Context: an optimization exercise on an open-source flow, tuned for small area. The choices shown serve that exercise and are no tape-out recipe. In this exercise RTL edits were held to simulation tests only and were not proved equivalent to the original. Power and IR drop assume default switching activity.

==> ember <==
## sin_gen
module sin_gen #(
  parameter phase_width     = 9,
  parameter data_width      = 16,
  parameter sampling_f      = 4535,    
  parameter clock_cnt_width = 13
)(
  input                        clk,         
  input                        rst,         
  input      [phase_width-1:0] phase_incr,  
  output     [phase_width-1:0] phase_out,
  output     [data_width-1:0]  signal_out,
  output                       fs_out       
);
==> flow/config.mk <==
export PLATFORM = sky130hd
export DESIGN_NAME = sin_gen
export DESIGN_NICKNAME = sin_gen
export VERILOG_FILES = /design/flow/design.v
export SDC_FILE = /design/flow/constraint.sdc
export NUM_CORES = 4
export LEC_CHECK = 0
export ABC_AREA = 1
export CAP_MARGIN = 20
export CELL_PAD_IN_SITES_DETAIL_PLACEMENT = 1
export CELL_PAD_IN_SITES_GLOBAL_PLACEMENT = 2
export CORE_MARGIN = 2
export CORE_UTILIZATION = 40
export GPL_TIMING_DRIVEN = 1
export SLEW_MARGIN = 20
export SYNTH_MEMORY_MAX_BITS = 16384
==> flow/constraint.sdc <==
create_clock -name core_clock -period 10.0 [get_ports {clk}]
set_input_delay 2.0000 -clock core_clock [delete_from_list [all_inputs] [get_ports {clk}]]
set_output_delay 2.0000 -clock core_clock [all_outputs]
set_load 0.01 [all_outputs]
standard.sh (not shown) runs the stock make flow with config.mk's settings and CLKGATE_MAP_FILE= SYNTH_SCRIPT=/design/flow/synth_recipe.tcl, a recipe that flattens the netlist after the stock synthesis.
==> flow/flow/run.sh <==
#!/bin/bash
set -euo pipefail
W=$PWD
mkdir -p "$W/myscripts"
cp -r "$FLOW_HOME/scripts/." "$W/myscripts/"
cp "$W/flow/abc_area.script" "$W/myscripts/abc_area.script"
bash standard.sh "SCRIPTS_DIR=$W/myscripts" "ADDER_MAP_FILE=" synth > "$W/synth.log" 2>&1
R=$W/orfs/results/$FLOW_PLATFORM/sin_gen/base
python3 "$W/flow/upsize.py" "$R/1_2_yosys.v" > "$W/upsize.log" 2>&1
rm -f "$R/1_synth.odb" "$R/1_synth.sdc"
bash standard.sh "SCRIPTS_DIR=$W/myscripts" "ADDER_MAP_FILE=" synth > "$W/synth2.log" 2>&1
bash standard.sh "BUFFER_PORTS_ARGS=-buffer_cell sky130_fd_sc_hd__buf_1" \
  "CTS_ARGS=-sink_clustering_enable -repair_clock_nets -buf_list sky130_fd_sc_hd__clkbuf_4 -dont_use_dummy_load" \
  finish > "$W/layout.log" 2>&1
==> flow/flow/abc_area.script <==
strash
&get -n
&dch -f
&nf -R 1000
&put
topo
==> flow/flow/upsize.py <==
#!/usr/bin/env python3
"""Give flip-flops that drive a large fanout a stronger drive (dfxtp_1 -> dfxtp_2/4)
in the synthesised netlist, instead of leaving the placer to buffer their nets.
Only the drive strength of a register's cell changes; its type and name stay."""
import re, sys
fn = sys.argv[1]
v = open(fn).read()
insts = re.findall(r'(sky130_fd_sc_hd__\w+)\s+(\\?\S+)\s*\((.*?)\);', v, re.S)
loads = {}
for typ, name, pins in insts:
    for pin, net in re.findall(r'\.(\w+)\(([^()]*)\)', pins):
        if pin not in ('X', 'Y', 'Q', 'Q_N', 'COUT', 'SUM'):
            loads[net.strip()] = loads.get(net.strip(), 0) + 1
out = v
for typ, name, pins in insts:
    if typ != 'sky130_fd_sc_hd__dfxtp_1':
        continue
    q = dict((a, b.strip()) for a, b in re.findall(r'\.(\w+)\(([^()]*)\)', pins))['Q']
    n = loads.get(q, 0)
    new = 'sky130_fd_sc_hd__dfxtp_4' if n > 24 else 'sky130_fd_sc_hd__dfxtp_2' if n > 12 else None
    if new:
        old = '%s %s' % (typ, name)
        assert out.count(old) == 1, old
        out = out.replace(old, '%s %s' % (new, name))
        print('%s: %d loads -> %s' % (name, n, new))
open(fn, 'w').write(out)
==> inputs of juniper, as changes to ember <==
--- a/flow/flow/run.sh
+++ b/flow/flow/run.sh
@@ -11,4 +11,4 @@
 bash standard.sh "SCRIPTS_DIR=$W/myscripts" "ADDER_MAP_FILE=" synth > "$W/synth2.log" 2>&1
 bash standard.sh "BUFFER_PORTS_ARGS=-buffer_cell sky130_fd_sc_hd__buf_1" \
-  "CTS_ARGS=-sink_clustering_enable -repair_clock_nets -buf_list sky130_fd_sc_hd__clkbuf_4 -dont_use_dummy_load" \
+  "CTS_ARGS=-sink_clustering_enable -sink_clustering_size 40 -repair_clock_nets -buf_list sky130_fd_sc_hd__clkbuf_16 -dont_use_dummy_load" \
   finish > "$W/layout.log" 2>&1
==> notes <==
- Against ember, the routed wire length of juniper is higher by 1.1%.
- Critical path depth is the same in juniper and ember.
- In die area, ember and juniper do not differ.
- Between ember and juniper, the lower first-iteration DRC count is in juniper (gap 16%, measured against juniper).
- Between ember and juniper, the lower clock skew is in juniper (gap 7.8 ps).
- In sequential power, ember and juniper hardly differ.
- In juniper the worst setup slack is higher than in ember, by 9.1 ps.

[what the ideal ports hide]
The flow's constraints put no driver on any port. The routed layouts listed below were extracted and timed again, unchanged, in two steps.
Step 1 (the two cells are an assumption about what drives the block):
set clk [get_ports {clk}]
set_driving_cell -lib_cell sky130_fd_sc_hd__clkbuf_16 $clk
set_driving_cell -lib_cell sky130_fd_sc_hd__buf_2 [delete_from_list [all_inputs] $clk]
Step 2 times the ports against the registers' clock, not the clock port: input delays grow and output delays shrink by t, the midpoint of the rising clock arrivals with the driver on.
a / b / c = no drivers / after step 1 / after step 2; a / b = the first two.
run	t, ns	slack for setup (ns)	worst hold slack (ns)	worst register clock-pin slew, ns	worst slew at a driven data input, ns
ember	0.345	3.671 / 3.647 / 3.992	0.452 / 0.452 / 0.452	0.10 / 0.10	0.03
juniper	0.302	3.681 / 3.648 / 3.950	0.448 / 0.448 / 0.448	0.05 / 0.05	0.03
After both steps every run listed still meets setup and hold.
